Background: an optimization exercise with open tools, aiming at small area. Do not read the settings as production practice. Where RTL was checked, it was by simulation tests only, not by an equivalence proof against the original. No functional check of the RTL was part of run 3. Power figures rest on the tool's default switching activity, not on a simulated workload.

$ cat flow/run.sh
#!/bin/bash
# Own layout flow: the standard ORFS flow with two changes:
#  - the port buffers are buf_1 cells instead of the default choice
#  - clock tree synthesis clusters the register clock pins into larger
#    groups driven by clkbuf_16 and inserts no dummy loads
# Every step's full output is in the ORFS logs under orfs/logs; make's own
# output is in flow_make.log.
set -euo pipefail
bash standard.sh \
  BUFFER_PORTS_ARGS="-buffer_cell sky130_fd_sc_hd__buf_1" \
  CTS_ARGS="-sink_clustering_enable -repair_clock_nets -sink_clustering_size 20 -sink_clustering_max_diameter 50 -buf_list {sky130_fd_sc_hd__clkbuf_8} -dont_use_dummy_load" \
  finish > flow_make.log 2>&1
$ cat standard.sh
#!/bin/bash
# synth_recipe.tcl (not shown) runs the flow's synth.tcl, then flattens the netlist and writes it again
# the make line also repeats each setting of config.mk as NAME=value (left out here)
make -C /OpenROAD-flow-scripts/flow DESIGN_CONFIG=/design/flow/config.mk WORK_HOME=/design/flow/orfs CLKGATE_MAP_FILE= SYNTH_SCRIPT=/design/flow/synth_recipe.tcl "${@:-finish}"
$ cat config.mk
export PLATFORM = sky130hd
export DESIGN_NAME = uart16550
export DESIGN_NICKNAME = uart16550
export VERILOG_FILES = /design/flow/design.v
export SDC_FILE = /design/flow/constraint.sdc
export NUM_CORES = 4
export LEC_CHECK = 0
export ABC_AREA = 1
export CAP_MARGIN = 20
export CORE_MARGIN = 2
export CORE_UTILIZATION = 60
export CTS_BUF_LIST = sky130_fd_sc_hd__clkbuf_8 sky130_fd_sc_hd__clkbuf_16
export CTS_CLUSTER_DIAMETER = 100
export CTS_CLUSTER_SIZE = 30
export PLACE_DENSITY = 0.7
export SLEW_MARGIN = 20
$ cat constraint.sdc
create_clock -name core_clock -period 10.0 [get_ports {clk}]
set_input_delay 2.0000 -clock core_clock [delete_from_list [all_inputs] [get_ports {clk}]]
set_output_delay 2.0000 -clock core_clock [all_outputs]
set_load 0.01 [all_outputs]
$ cat design.v
module fifo(
    input rst, clk, clr, en,
    input push_in, pop_in,
    input [7:0] din,
    output [7:0] dout,           
    output reg empty,            
    output reg overrun           
);
    reg [7:0] mem [1:15];
    reg [3:0] cnt;
    wire temp_empty = (cnt == 4'd0);
    wire temp_full  = (cnt == 4'd15);
    wire push = push_in & ~temp_full  & ~pop_in  & en;
    wire pop  = pop_in  & ~temp_empty & ~push_in & en;
    always @(posedge clk, posedge rst) begin
        if (rst) cnt <= 4'd0;
        else if (clr) cnt <= 4'd0;
        else if (push) cnt <= cnt + 4'd1;
        else if (pop) cnt <= cnt - 4'd1;
    end
    integer i;
    always @(posedge clk) begin
        if (push) begin
            mem[1] <= din;
            for (i = 2; i <= 15; i = i + 1) mem[i] <= mem[i-1];
        end
    end
    wire [7:0] m [0:15];
    assign m[0] = 8'h00;
    genvar g;
    generate for (g = 1; g < 16; g = g + 1) begin : gm
        assign m[g] = mem[g];
    end endgenerate
    reg [7:0] q [0:3];
    reg [7:0] head;
    integer k;
    always @(*) begin
        for (k = 0; k < 4; k = k + 1)
            case (cnt[1:0])
                2'd0: q[k] = m[4*k];
                2'd1: q[k] = m[4*k+1];
                2'd2: q[k] = m[4*k+2];
                default: q[k] = m[4*k+3];
            endcase
        case (cnt[3:2])
            2'd0: head = q[0];
            2'd1: head = q[1];
            2'd2: head = q[2];
            default: head = q[3];
        endcase
    end
    assign dout = head;
    always @(posedge clk, posedge rst) begin
        if (rst) begin
            empty   <= 1'b1;
            overrun <= 1'b0;
        end
        else begin
            empty   <= temp_empty;
            overrun <= push_in & temp_full;
        end
    end
endmodule
module uart_tx_top(
    input clk, rst, baud_pulse, parity_enable, tx_hold_reg_empty, stop_bit, sticky_parity, even_parity_select, set_break,
    input [7:0] din,  
    input [1:0] wls,
    output reg pop, tx
);
    localparam [1:0] IDLE = 2'd0, START = 2'd1, SEND = 2'd2, PARITY = 2'd3;
    reg [1:0] state;
    reg [7:0] shift_register;
    reg tx_data;
    reg d_parity;
    reg [2:0] bit_count;
    reg [4:0] count;
    reg parity_out;
    wire [4:0] stop_count = (stop_bit == 1'b0) ? 5'd15 : (wls == 2'b00) ? 5'd23 : 5'd31;
    wire count_zero = (count == 5'd0);
    always @(posedge clk) begin
        if (baud_pulse) begin
            case (state)
                IDLE: if (!tx_hold_reg_empty && count_zero) begin
                    bit_count <= {1'b1, wls};
                    shift_register <= din;
                end
                START: begin
                    case (wls)
                        2'b00: d_parity <= ^shift_register[4:0];
                        2'b01: d_parity <= ^shift_register[5:0];
                        2'b10: d_parity <= ^shift_register[6:0];
                        2'b11: d_parity <= ^shift_register[7:0];
                    endcase
                    if (count_zero) shift_register <= shift_register >> 1;
                end
                SEND: begin
                    case ({sticky_parity, even_parity_select})
                        2'b00: parity_out <= ~d_parity;
                        2'b01: parity_out <= d_parity;
                        2'b10: parity_out <= 1'b1;
                        2'b11: parity_out <= 1'b0;
                    endcase
                    if (bit_count != 3'd0 && count_zero) begin
                        bit_count <= bit_count - 3'd1;
                        shift_register <= shift_register >> 1;
                    end
                end
                default: ;
            endcase
        end
    end
    always @(posedge clk, posedge rst) begin
        if (rst) begin
            state <= IDLE;
            count <= 5'd15;
            pop <= 1'b0;
            tx_data <= 1'b1;
        end
        else begin
            pop <= 1'b0;
            if (baud_pulse) begin
                case (state)
                    IDLE: if (!tx_hold_reg_empty) begin
                        if (!count_zero) count <= count - 5'd1;
                        else begin
                            count <= 5'd15;
                            state <= START;
                            pop <= 1'b1;
                            tx_data <= 1'b0;
                        end
                    end
                    START: begin
                        if (!count_zero) count <= count - 5'd1;
                        else begin
                            count <= 5'd15;
                            state <= SEND;
                            tx_data <= shift_register[0];
                        end
                    end
                    SEND: begin
                        if (!count_zero) count <= count - 5'd1;
                        else if (bit_count != 3'd0) begin
                            count <= 5'd15;
                            tx_data <= shift_register[0];
                        end
                        else if (parity_enable) begin
                            count <= 5'd15;
                            state <= PARITY;
                            tx_data <= parity_out;
                        end
                        else begin
                            count <= stop_count;
                            state <= IDLE;
                            tx_data <= 1'b1;
                        end
                    end
                    PARITY: begin
                        if (!count_zero) count <= count - 5'd1;
                        else begin
                            count <= stop_count;
                            state <= IDLE;
                            tx_data <= 1'b1;
                        end
                    end
                endcase
            end
        end
    end
    always @(posedge clk, posedge rst) begin
        if (rst) tx <= 1'b1;
        else tx <= tx_data & ~set_break;
    end
endmodule
module uart_rx_top(
    input clk, rst, baud_pulse, rx, parity_enable, sticky_parity, even_parity_select,
    input [1:0] wls,
    output reg push,
    output reg parity_error, frame_error,
    output reg [7:0] dout
);
    localparam [2:0] IDLE = 3'd0, START = 3'd1, READ = 3'd2, PARITY = 3'd3, STOP = 3'd4;
    reg [2:0] state;
    reg rx_reg;
    reg [2:0] bit_count;
    reg [3:0] count;
    always @(posedge clk) rx_reg <= rx;
    always @(posedge clk) begin
        if (baud_pulse) begin
            if (state == IDLE) count <= 4'd15;
            else count <= count - 4'd1;
            if (state == START && count == 4'd0) bit_count <= {1'b1, wls};
            if (state == READ && count == 4'd0) bit_count <= bit_count - 3'd1;
        end
    end
    wire mid = (count == 4'd7);
    wire last = (count == 4'd0);
    always @(posedge clk, posedge rst) begin
        if (rst) begin
            state <= IDLE;
            push <= 1'b0;
            parity_error <= 1'b0;
            frame_error <= 1'b0;
            dout <= 8'h00;
        end
        else begin
            push <= 1'b0;
            if (baud_pulse) begin
                case (state)
                    IDLE: if (!rx_reg) state <= START;
                    START: begin
                        if (mid) begin
                            if (rx) state <= IDLE;
                        end
                        else if (last) state <= READ;
                    end
                    READ: begin
                        if (mid) begin
                            case (wls)
                                2'b00: dout <= {3'b000, rx, dout[4:1]};
                                2'b01: dout <= {2'b00 , rx, dout[5:1]};
                                2'b10: dout <= {1'b0  , rx, dout[6:1]};
                                2'b11: dout <= {        rx, dout[7:1]};
                            endcase
                        end
                        else if (last && bit_count == 3'd0)
                            state <= parity_enable ? PARITY : STOP;
                    end
                    PARITY: begin
                        if (mid) begin
                            case ({sticky_parity, even_parity_select})
                                2'b00: parity_error <= ~^{rx, dout};
                                2'b01: parity_error <= ^{rx, dout};
                                2'b10: parity_error <= ~rx;
                                2'b11: parity_error <= rx;
                            endcase
                        end
                        else if (last) state <= STOP;
                    end
                    STOP: begin
                        if (mid) begin
                            frame_error <= ~rx;
                            push <= 1'b1;
                        end
                        else if (last) state <= IDLE;
                    end
                    default: ;
                endcase
            end
        end
    end
endmodule
module uart_registers(
    input clk, rst,
    input wr, rd,
    input rx_fifo_empty,
    input rx_output_error, rx_parity_error, rx_frame_error,
    input [2:0] addr,
    input [7:0] din,
    input [7:0] rx_fifo_in,
    output tx_push, rx_pop,
    output reg tx_rst, rx_rst, fifo_ena,
    output reg [7:0] dout,
    output reg [7:0] lcr,
    output reg baud_out
);
    wire dlab = lcr[7];
    wire a0 = (addr == 3'd0);
    wire a1 = (addr == 3'd1);
    assign tx_push = wr & ~dlab & a0;
    assign rx_pop  = rd & ~dlab & a0;
    reg [7:0] rx_data;
    always @(posedge clk, posedge rst) begin
        if (rst) rx_data <= 8'h00;
        else if (rx_pop) rx_data <= rx_fifo_in;
    end
    reg [7:0] dmsb, dlsb;
    wire [15:0] divisor = {dmsb, dlsb};
    reg update_baud;
    reg [15:0] baud_count;
    always @(posedge clk, posedge rst) begin
        if (rst) begin
            dlsb <= 8'h00;
            dmsb <= 8'h00;
            update_baud <= 1'b0;
        end
        else begin
            update_baud <= wr & dlab & (a0 | a1);
            if (wr & dlab & a0) dlsb <= din;
            if (wr & dlab & a1) dmsb <= din;
        end
    end
    wire count_zero = (baud_count == 16'h0000);
    always @(posedge clk, posedge rst) begin
        if (rst) baud_count <= 16'h0;
        else if (update_baud || count_zero) baud_count <= divisor;
        else baud_count <= baud_count - 16'd1;
    end
    always @(posedge clk, posedge rst) begin
        if (rst) baud_out <= 1'b0;
        else baud_out <= (|divisor) & count_zero;
    end
    always @(posedge clk, posedge rst) begin
        if (rst) begin
            tx_rst <= 1'b0;
            rx_rst <= 1'b0;
            fifo_ena <= 1'b0;
        end
        else if (wr && addr == 3'b010) begin
            tx_rst <= din[2];
            rx_rst <= din[1];
            fifo_ena <= din[0];
        end
        else begin
            tx_rst <= 1'b0;
            rx_rst <= 1'b0;
        end
    end
    reg [7:0] lcr_temp;
    always @(posedge clk, posedge rst) begin
        if (rst) lcr <= 8'h00;
        else if (wr && addr == 3'b011) lcr <= din;
    end
    always @(posedge clk, posedge rst) begin
        if (rst) lcr_temp <= 8'h00;
        else if (rd && addr == 3'b011) lcr_temp <= lcr;
    end
    reg [3:0] lsr;
    always @(posedge clk, posedge rst) begin
        if (rst) lsr <= 4'h0;
        else lsr <= {rx_frame_error, rx_parity_error, rx_output_error, ~rx_fifo_empty};
    end
    reg [3:0] lsr_temp;
    reg lsr_read;
    always @(posedge clk, posedge rst) begin
        if (rst) begin
            lsr_temp <= 4'h0;
            lsr_read <= 1'b0;
        end
        else if (rd && addr == 3'b101) begin
            lsr_temp <= lsr;
            lsr_read <= 1'b1;
        end
    end
    reg [7:0] scr, scr_temp;
    always @(posedge clk, posedge rst) begin
        if (rst) scr <= 8'h00;
        else if (wr && addr == 3'b111) scr <= din;
    end
    always @(posedge clk, posedge rst) begin
        if (rst) scr_temp <= 8'h00;
        else if (rd && addr == 3'b111) scr_temp <= scr;
    end
    always @(posedge clk, posedge rst) begin
        if (rst) dout <= 8'h00;
        else begin
            case (addr)
                3'd0: dout <= dlab ? dlsb : rx_data;
                3'd1: dout <= dlab ? dmsb : 8'h00;
                3'd3: dout <= lcr_temp;
                3'd5: dout <= {1'b0, lsr_read, lsr_read, 1'b0, lsr_temp};
                3'd7: dout <= scr_temp;
                default: dout <= 8'h00;
            endcase
        end
    end
endmodule
module uart16550(
    input clk, rst,
    input wr, rd,
    input [2:0] addr,
    input [7:0] din,
    input rx,
    output [7:0] dout,
    output tx
);
    wire tx_push, rx_pop, tx_rst, rx_rst, fifo_ena, baud_pulse;
    wire [7:0] lcr;
    wire [7:0] tx_fifo_out, rx_fifo_out, rx_data;
    wire tx_fifo_empty, tx_pop;
    wire rx_push, rx_parity_error, rx_frame_error;
    wire rx_fifo_empty, rx_fifo_overrun;
    wire tx_fifo_overrun;
    uart_registers regs (
        .clk(clk), .rst(rst), .wr(wr), .rd(rd),
        .rx_fifo_empty(rx_fifo_empty),
        .rx_output_error(rx_fifo_overrun),
        .rx_parity_error(rx_parity_error),
        .rx_frame_error(rx_frame_error),
        .addr(addr), .din(din), .rx_fifo_in(rx_fifo_out),
        .tx_push(tx_push), .rx_pop(rx_pop), .tx_rst(tx_rst), .rx_rst(rx_rst),
        .fifo_ena(fifo_ena), .dout(dout), .lcr(lcr), .baud_out(baud_pulse)
    );
    fifo tx_fifo (
        .rst(rst), .clk(clk), .clr(tx_rst), .en(fifo_ena),
        .push_in(tx_push), .pop_in(tx_pop), .din(din),
        .dout(tx_fifo_out), .empty(tx_fifo_empty), .overrun(tx_fifo_overrun)
    );
    uart_tx_top utx (
        .clk(clk), .rst(rst), .baud_pulse(baud_pulse),
        .parity_enable(lcr[3]), .tx_hold_reg_empty(tx_fifo_empty),
        .stop_bit(lcr[2]), .sticky_parity(lcr[5]), .even_parity_select(lcr[4]),
        .set_break(lcr[6]), .din(tx_fifo_out), .wls(lcr[1:0]),
        .pop(tx_pop), .tx(tx)
    );
    uart_rx_top urx (
        .clk(clk), .rst(rst), .baud_pulse(baud_pulse), .rx(rx),
        .parity_enable(lcr[3]), .sticky_parity(lcr[5]), .even_parity_select(lcr[4]),
        .wls(lcr[1:0]),
        .push(rx_push), .parity_error(rx_parity_error), .frame_error(rx_frame_error),
        .dout(rx_data)
    );
    fifo rx_fifo (
        .rst(rst), .clk(clk), .clr(rx_rst), .en(fifo_ena),
        .push_in(rx_push), .pop_in(rx_pop), .din(rx_data),
        .dout(rx_fifo_out), .empty(rx_fifo_empty), .overrun(rx_fifo_overrun)
    );
endmodule
==> results.cfg, run 1 <==
[run_status]
status = finished clean

[hold_path]
hold_depth = 0
hp-class = reg2reg
holdCritStartpoint = rx_fifo.overrun
whs_endpoint = regs.lsr[1]

[global_routing]
grtUsageTotal_pct = 24.1
grt_pass1_vias = 10400
grt_pass1_wl_mm = 54.1
antenna_found_initial = 0
grt_max_degree = 91
overflow = 0

[finish]
nNetsFinal = 1577
areaGrowthSynthToFinish_pct = 5.75
num_antenna_cells = 0
reg_top3 = rx_fifo.mem (120), tx_fifo.mem (120), regs.baud_count (16)
num-fill-cells = 2100
final_area_um2 = 17200
drive_gt1_share_pct = 5.78
final_common_cell = nand2_1
regArea_um2 = 11100
multi_input_area_um2 = 4670
mostFrequentLayoutCells = 508 x nand2_1, 260 x edfxtp_1, 121 x dfrtp_1, 103 x inv_1, 103 x o21ai_0

[floorplan]
pin_count = 25
die_x_um = 169
dieArea_um2 = 28500
fp-row-count = 60
die_h_um = 169
core_um2 = 26800
start_util_pct = 60.8

[detailed_routing]
drt_pass1_iterations = 5
routedWlPerCell_um = 17.7
drtIter0Drc = 1159
drc_errors = 0
vias = 10600
ant_nets = 0
routed_wl_mm = 33.3
drt-vias-per-instance = 5.64

[sta]
slew_headroom_pct = 29.1
tightest_slew_ps = 1060
drv_slew = 0
fmax_ghz = 0.238
skew_ps = 50.7
fin_ws_ps = 5790
period_share_pct = 42.1
min_period_ps = 4210
setup_viol = 0
rsz0062_at_grt = false
tns_ps = 0
hold_viol = 0

[clocking]
clk_pin_slew_ps = 90
ctsHoldBuffers = 0
cts_setup_buffers = 0
numCtsBuffers = 37
clock_latency_ps = 550
cts-htree-levels = 2
tritoncts = yes
cts_resized = 0
clockBufferDepth = 3
cts.sinks = 390
cts_root_buffer = clkbuf_8

[place]
port_buffers = 24
dp_hpwl_mm = 21.9
placed_area_um2 = 16700
dp_slack_ps = 5230
place.gp.congestion = 0.874

[synthesis]
synth_top_cell_area_share_pct = 47.9
synth-seq-cells = 390
synth_area_per_cell_um2 = 10.8
synth_area_leaders = edfxtp_1 48%, dfrtp_1 19%, nand2_1 12%
yosys.area.top_type = edfxtp_1
synth-seq-area-share_pct = 67.9
syn_inst = 1506
synth.distinct_cells = 47
yosysWarnings = 6
syn-num-nets = 1541
syn-cell-area_um2 = 16300

[worst_setup_path]
reg2reg_slack_ps = 6830
r2r_start = tx_fifo.cnt[0]
crit_buf_inv = 4
r2r_cells = 6
end_kind = register
cp.arrival_ps = 4370
worstPathCellList = buf_1 -> inv_1 -> nand2_1 -> nor2_4 -> nand4_2 -> inv_4 -> buf_4
crit_fanout = 62
crit_type = in2reg
rr_endpoint = tx_fifo.mem[3][7]
critPathTopFamily = buffers and inverters
start_kind = input port
critPathSlowestCell = buf_4
critPathMaxStageDelay_ps = 720
crit_required_ps = 10160

[power_and_ir_drop]
ir_drop_mv = 0.116
pwr_density_cell_nw_per_um2 = 199
p_leak_nw = 6.69

[run]
max-cap-violations = 0
==> metrics by stage <==
stage	utilization, %	total power [mW]	instances	hold WS, ps
finish	64.4	3.42	1881	358
global route	64.4	3.61	1881	373
CTS	64.3	3.44	1881	359
detailed placement	62.4	2.63	1844	338
global placement	62.4	2.61	1844	335
floorplan	-	2.42	1506	331
==> logic make-up (layout without fill, tap and decap cells) <==
logic type               after synthesis  count (layout)  share of synthesized area (%)
XOR/XNOR                              22              22                           1.18
adder cells (fa/ha/maj)               19              19                           1.55
multiplexers                          14              14                          0.951
flip-flops                           390             390                           67.9
buffers and inverters                144             178                           3.60
AND/OR/NAND/NOR                      750             750                           19.1
AO/OA/AOI/OAI                        167             167                           5.73
==> layer usage <==
metal  GRT usage, %  vias up  share of wire, %
met2           38.3      275                47
met5              0        -                 0
met3           3.95       66               5.0
met4           7.57        0               2.4
li1               -     5163                 -
met1           34.6     5112                46
==> report_power, final <==
| group | total, mW | switching (mW) | internal [mW] |
|---|---|---|---|
| Sequential | 1.94 | 0.104 | 1.84 |
| Combinational | 0.658 | 0.438 | 0.220 |
| Clock | 0.824 | 0.492 | 0.332 |
| Total | 3.42 | 1.03 | 2.39 |
==> worst max path at each step <==
stage	from	endpoint	slack, ps	cells past startpoint
floorplan	addr[2]	tx_fifo.cnt[1]	3920	9
global placement	addr[2]	tx_fifo.mem[1][3]	5320	7
detailed placement	addr[2]	tx_fifo.mem[1][5]	5230	7
CTS	addr[2]	tx_fifo.mem[3][7]	5800	7
global route	addr[2]	tx_fifo.mem[5][2]	5590	7
finish	addr[2]	tx_fifo.mem[3][7]	5790	7
==> cell type report <==
class	instances	area share, %
inverter	109	2.42
tap	341	2.47
multi-input combinational	972	27.1
timing repair buffer	32	0.914
clock buffer	37	2.95
sequential	390	64.2
==> cells in the mapped netlist (all sizes together) <==
master,count
ha,17
nor3,4
inv,108
o2111ai,5
nand2,510
a41oi,1
edfxtp,260
clkinv,1
a21oi,28
nor3b,1
clkbuf,9
a211oi,1
nand3b,3
mux2,12
xnor2,13
mux2i,2
nand3,83
o211ai,11
o22ai,4
buf,26
xor2,9
dfstp,8
or2,3
o31ai,2
o21ai,105
nand4,48
dfrtp,121
nor2,94
a221oi,1
nor4,4
o21a,1
o21bai,1
a31oi,1
dfxtp,1
a22oi,6
fa,2
==> run 2, diff against run 1 <==
--- a/flow/run.sh
+++ b/flow/run.sh
@@ -10,3 +10,3 @@
   BUFFER_PORTS_ARGS="-buffer_cell sky130_fd_sc_hd__buf_1" \
-  CTS_ARGS="-sink_clustering_enable -repair_clock_nets -sink_clustering_size 20 -sink_clustering_max_diameter 50 -buf_list {sky130_fd_sc_hd__clkbuf_8} -dont_use_dummy_load" \
+  CTS_ARGS="-sink_clustering_enable -repair_clock_nets -sink_clustering_size 18 -sink_clustering_max_diameter 80 -buf_list {sky130_fd_sc_hd__clkbuf_8} -dont_use_dummy_load" \
   finish > flow_make.log 2>&1
==> run 2 against run 1 <==
Flip-flop and latch count unchanged. Core utilization decreased by 0.62 points. Final area decreased by 0.96%. Largest cell class unchanged.
==> results.cfg, run 2 <==
[hold_path]
holdCritStartpoint = rx_fifo.overrun
hp-class = reg2reg

[global_routing]
grt_max_degree = 91
antenna_found_initial = 0
grt_pass1_vias = 10400
overflow = 0
grt_pass1_wl_mm = 53.8
grtUsageTotal_pct = 23.8

[worst_setup_path]
end_kind = register
critPathLaunch = addr[2]
critPathMaxStageDelay_ps = 730
reg2reg_slack_ps = 6810
worstPathCellList = buf_1 -> inv_1 -> nand2_1 -> nor2_4 -> nand4_2 -> inv_4 -> buf_4
r2r_start = tx_fifo.cnt[0]
cp.arrival_ps = 4390
critPathSlowestCell = buf_4
start_kind = input port
crit_fanout = 62
crit_type = in2reg
crit_required_ps = 10200

[detailed_routing]
ant_nets = 0
routed_wl_mm = 33.0
routedWlPerCell_um = 17.6
drt_pass1_iterations = 6
drc_errors = 0
drtIter0Drc = 1100
vias = 10600
drt-vias-per-instance = 5.68

[synthesis]
yosysWarnings = 6
synth_commonest_cells = 508 x nand2_1, 260 x edfxtp_1, 121 x dfrtp_1
synth_area_per_cell_um2 = 10.8
yosys.area.top_type = edfxtp_1
syn-num-nets = 1541
syn_inst = 1506
ys_async_sr_fraction_pct = 33.1
synth_most_common_cell = nand2_1
synth-seq-cells = 390
synth_area_leaders = edfxtp_1 48%, dfrtp_1 19%, nand2_1 12%
syn-cell-area_um2 = 16300
ys.flop_type = edfxtp_1
synth_top_cell_area_share_pct = 47.9
synth.distinct_cells = 47
synth-seq-area-share_pct = 67.9
synth-edff-count = 260

[clocking]
tritoncts = yes
ctsHoldBuffers = 0
cts.sinks = 390
clock_latency_ps = 590
clk_pin_slew_ps = 110
cts_resized = 0
cts_setup_buffers = 0
cts_root_buffer = clkbuf_8
cts-htree-levels = 1
clockBufferDepth = 3
numCtsBuffers = 25

[sta]
fin_ws_ps = 5810
setup_viol = 0
fmax_ghz = 0.239
slew_headroom_pct = 29.3
drv_slew = 0
hold_viol = 0
hold_ws_ps = 363
skew_ps = 30.0
min_period_ps = 4190
tns_ps = 0
period_share_pct = 41.9
tightest_slew_ps = 1060
rsz0062_at_grt = false

[power_and_ir_drop]
pwr_density_cell_nw_per_um2 = 192
ir_drop_mv = 0.121
p_leak_nw = 6.61

[floorplan]
core_um2 = 26800
die_h_um = 169
fp-row-count = 60
pin_count = 25
start_util_pct = 60.8
dieArea_um2 = 28500
die_x_um = 169

[finish]
num-fill-cells = 2123
drive_gt1_share_pct = 5.04
num_antenna_cells = 0
nNetsFinal = 1565
areaGrowthSynthToFinish_pct = 4.74
stdcell_count = 1869
reg_top3 = rx_fifo.mem (120), tx_fifo.mem (120), regs.baud_count (16)
mostFrequentLayoutCells = 508 x nand2_1, 260 x edfxtp_1, 121 x dfrtp_1, 103 x inv_1, 103 x o21ai_0
regArea_um2 = 11100
final_common_cell = nand2_1
multi_input_area_um2 = 4670
final_area_um2 = 17100

[run_status]
status = finished clean

[place]
port_buffers = 24
dp_slack_ps = 5230
place.gp.congestion = 0.874
dp_cells = 1844
dp_hpwl_mm = 21.9
placed_area_um2 = 16700

[run]
max-cap-violations = 0
run 2: cell types whose count changed in the layout (fill, tap and decap cells not counted):
| cell | change |
|---|---|
| clkbuf_8 | -12 |
run 2: final cells by class:
cell class                 count  share of cell area, %
clock buffer                  25                   2.01
inverter                     109                   2.44
multi-input combinational    972                   27.3
sequential                   390                   64.8
tap                          341                   2.50
timing repair buffer          32                  0.923
run 2: worst paths after layout:
path,to,depth (start not counted)
worst max register to register,tx_fifo.mem[10][5],6
min in group asynchronous,utx.count[4],2
worst min register to register,regs.lsr[1],0
max in group asynchronous,regs.baud_count[3],3
worst max-delay path,tx_fifo.mem[10][5],7
worst min-delay path,regs.lsr[1],0
run 2: kinds of logic (layout without fill, tap and decap cells):
logic type,count (synthesis),count (layout),share of synthesized area (%)
muxes,14,14,0.951
xor gates and xnor gates,22,22,1.18
and+or+nand+nor,750,750,19.1
buffers and inverters,144,166,3.60
DFF,390,390,67.9
adders and majority gates,19,19,1.55
AOI/OAI and AO/OA,167,167,5.73
run 2: report_power, final:
part           switching, mW  leakage, nW  internal [mW]
sequential             0.103         3.88           1.84
clock                  0.460        0.180          0.225
combinational          0.436         2.55          0.220
run 2: worst max-delay path: cells and delay by family:
| kind | cells | cell delay, ps |
|---|---|---|
| buffers and inverters | 4 | 1640 |
| and+or+nand+nor | 3 | 690 |
run 2: layer usage:
metal  wire [µm]  part of all wire, %  vias up  global-route usage [%]
met2       15700                   48      296                    38.8
met4         824                  2.5        0                    6.86
li1            -                    -     5137                       -
met5           0                    0        -                       0
met1       14900                   45     5133                    34.4
met3        1550                  4.7       57                    2.76
run 2: metrics by stage:
step / power [mW] / utilization (%)
3_5_place_dp: 2.63 / 62.4
5_1_grt: 3.46 / 63.7
2_1_floorplan: 2.42 / -
3_3_place_gp: 2.61 / 62.4
6_report: 3.28 / 63.7
4_1_cts: 3.30 / 63.7
==> run 3, diff against run 2 <==
--- a/design.v
+++ b/design.v
@@ -87,8 +87,4 @@
                 START: begin
-                    case (wls)
-                        2'b00: d_parity <= ^shift_register[4:0];
-                        2'b01: d_parity <= ^shift_register[5:0];
-                        2'b10: d_parity <= ^shift_register[6:0];
-                        2'b11: d_parity <= ^shift_register[7:0];
-                    endcase
+                    d_parity <= ^{shift_register[4:0], shift_register[5] & (wls != 2'b00),
+                                  shift_register[6] & wls[1], shift_register[7] & (wls == 2'b11)};
                     if (count_zero) shift_register <= shift_register >> 1;
==> run 3 against run 2 <==
Cell count shrank 0.91%. Count of clock-buffer cells in the layout is the same. Worst setup slack worse by 120 ps. Flip-flop and latch count stayed put. Sequential power hardly changed. Sequential share of layout area grew 0.26 points. Critical path depth unchanged.
==> results.cfg, run 3 <==
[run_status]
status = finished clean

[sta]
hold_viol = 0
skew_ps = 22.2
slew_headroom_pct = 36.6
rsz0062_at_grt = false
setup_viol = 0
period_share_pct = 43.1
tns_ps = 0
tightest_slew_ps = 951
fmax_ghz = 0.232
min_period_ps = 4310
drv_slew = 0

[floorplan]
dieArea_um2 = 28500
start_util_pct = 60.7
die_x_um = 169
pin_count = 25
fp-row-count = 60
core_um2 = 26800
die_h_um = 169

[synthesis]
syn-num-nets = 1526
syn-cell-area_um2 = 16300
synth-edff-count = 260
synth_most_common_cell = nand2_1
synth-seq-cells = 390
synth_fa_ha_area_share_pct = 1.55
yosysWarnings = 6
synth_area_leaders = edfxtp_1 48%, dfrtp_1 19%, nand2_1 12%
synth_area_per_cell_um2 = 10.9
yosys.area.top_type = edfxtp_1
synth.mux.area_fraction_pct = 0.969
ys.flop_type = edfxtp_1
syn_inst = 1491
ys_async_sr_fraction_pct = 33.1
synth-seq-area-share_pct = 68.0
synth.distinct_cells = 45
synth-compound-area-share_pct = 5.14
synth_commonest_cells = 513 x nand2_1, 260 x edfxtp_1, 121 x dfrtp_1
synth_top_cell_area_share_pct = 48.0
synth-simple-area-share_pct = 19.5
synth_top_family_by_area = simple AND/OR/NAND/NOR gates
synth-xor-area-share_pct = 1.40

[worst_setup_path]
reg2reg_slack_ps = 6610
end_kind = register
crit_type = in2reg
start_kind = input port
worstPathCellList = buf_1 -> inv_2 -> nand2_2 -> nor2_4 -> nand4_1 -> inv_4 -> buf_4
crit_required_ps = 10210
critPathSlowestCell = buf_4
cp.arrival_ps = 4520
critPathMaxStageDelay_ps = 830
crit_fanout = 73

[clocking]
clk_pin_slew_ps = 110
cts_setup_buffers = 0
cts_root_buffer = clkbuf_8
ctsHoldBuffers = 0
tritoncts = yes
clock_latency_ps = 580
numCtsBuffers = 25
cts.sinks = 390
cts-htree-levels = 1
cts_resized = 0
clockBufferDepth = 3

[power_and_ir_drop]
pwr_density_cell_nw_per_um2 = 196
p_leak_nw = 6.45
p_switching_mw = 1.04
swShare_pct = 31.1
power_frac_seq_pct = 59.1
pwr-share-clk_pct = 20.6
combPwrFrac_pct = 20.3
ir_drop_mv = 0.116
p_int_mw = 2.30

[detailed_routing]
ant_nets = 0
drt-vias-per-instance = 5.72
routed_wl_mm = 33.7
routedWlPerCell_um = 18.2
drt_pass1_iterations = 5
drc_errors = 0
drtIter0Drc = 1272
vias = 10600

[finish]
stdcell_count = 1852
areaGrowthSynthToFinish_pct = 4.56
reg_top3 = rx_fifo.mem (120), tx_fifo.mem (120), regs.baud_count (16)
num_antenna_cells = 0
drive_gt1_share_pct = 5.56
final_common_cell = nand2_1
nNetsFinal = 1548
mostFrequentLayoutCells = 513 x nand2_1, 260 x edfxtp_1, 121 x dfrtp_1, 91 x o21ai_0, 85 x inv_1

[global_routing]
grt_pass1_wl_mm = 54.2
grtUsageTotal_pct = 24.2
grt_max_degree = 91
antenna_found_initial = 0
use_met3_pct = 3.41
overflow = 0
grt_pass1_vias = 10000
grt_use_met1_pct = 37.4
gr-usage-met2_pct = 35.6
grt-busiest-layer = met1

[place]
dp_cells = 1827
port_buffers = 24
place.gp.congestion = 0.915
dp_hpwl_mm = 22.1

[hold_path]
hp-class = reg2reg

[run]
max-cap-violations = 0
## run 3: worst paths after layout
| check | startpoint | to | cells past startpoint |
|---|---|---|---|
| worst max-delay path | addr[2] | tx_fifo.mem[10][5] | 7 |
| min in group asynchronous | rst | regs.dout[1] | 2 |
| max in group asynchronous | rst | tx_fifo.cnt[3] | 3 |
| worst min-delay path | rx_fifo.overrun | regs.lsr[1] | 0 |
| worst min register to register | rx_fifo.overrun | regs.lsr[1] | 0 |
| worst max register to register | tx_fifo.cnt[1] | tx_fifo.mem[10][5] | 6 |
## run 3: final cells by class
cell class                      instances  area (µm²)
Clock buffer                           25         344
Fill cell                            2120        9790
Timing Repair Buffer                   31         146
Multi-Input combinational cell        970        4660
Sequential cell                       390       11100
Tap cell                              341         427
Inverter                               95         367
## run 3: cells by family (layout without fill, tap and decap cells)
group	Yosys count	after routing
AO/OA/AOI/OAI	153	153
AND/OR/NAND/NOR	758	758
buffers and inverters	131	151
flip-flops	390	390
adder cells (fa/ha/maj)	19	19
XOR/XNOR	26	26
multiplexers	14	14
## run 3: power by group through the flow
stage / logic [mW] / registers [mW] / clock network (mW)
after floorplan: 0.515 / 1.95 / 0
after CTS: 0.681 / 1.97 / 0.704
after global routing: 0.781 / 1.99 / 0.756
after global placement: 0.662 / 2.00 / 0
final: 0.679 / 1.97 / 0.687
after detailed placement: 0.679 / 2.00 / 0
## run 3: critical path, delay by kind of cell
kind	cells	cell delay, ps
buffers and inverters	4	1720
AND/OR/NAND/NOR	3	760
## run 3: stage by stage
| step | hold slack, ps | util [%] | instance area [µm²] | setup slack [ps] | total power, mW |
|---|---|---|---|---|---|
| 2_1_floorplan | 331 | - | 16300 | 4070 | 2.47 |
| 3_5_place_dp | 345 | 62.2 | 16700 | 5070 | 2.68 |
| 6_report | 361 | 63.5 | 17000 | 5690 | 3.34 |
| 5_1_grt | 375 | 63.5 | 17000 | 5520 | 3.53 |
| 4_1_cts | 363 | 63.5 | 17000 | 5730 | 3.36 |
| 3_3_place_gp | 334 | 62.2 | 16700 | 5180 | 2.66 |
## run 3: routing by layer
metal | wire length [µm] | up-vias
met5 | 0 | -
met4 | 1210 | 0
met3 | 2030 | 57
met2 | 14900 | 341
met1 | 15600 | 5124
li1 | - | 5073

==> afterwards: timing with drivers on the ports <==
Ports are ideal in the flow. The routed layouts listed here were re-timed in OpenROAD. Step 1 (the two cells are an assumption about what drives the block):
set clk [get_ports {clk}]
set_driving_cell -lib_cell sky130_fd_sc_hd__clkbuf_16 $clk
set_driving_cell -lib_cell sky130_fd_sc_hd__buf_2 [delete_from_list [all_inputs] $clk]
Step 2 times the ports against the registers' clock, not the clock port: input delays grow and output delays shrink by t, the midpoint of the rising clock arrivals with the driver on. Slacks: ideal / step 1 / step 2; pairs: ideal / step 1.
run	t (ns)	slack for setup (ns)	worst setup path after step 2
run 1	0.583	5.791 / 5.818 / 5.235	input to register
run 2	0.625	5.810 / 5.835 / 5.210	input to register
run 3	0.614	5.691 / 5.718 / 5.104	input to register
After both steps every run listed still meets setup and hold. The setup slack of run 2, which loses most, moves by +0.025 ns with the drivers and by -0.600 ns with both steps.
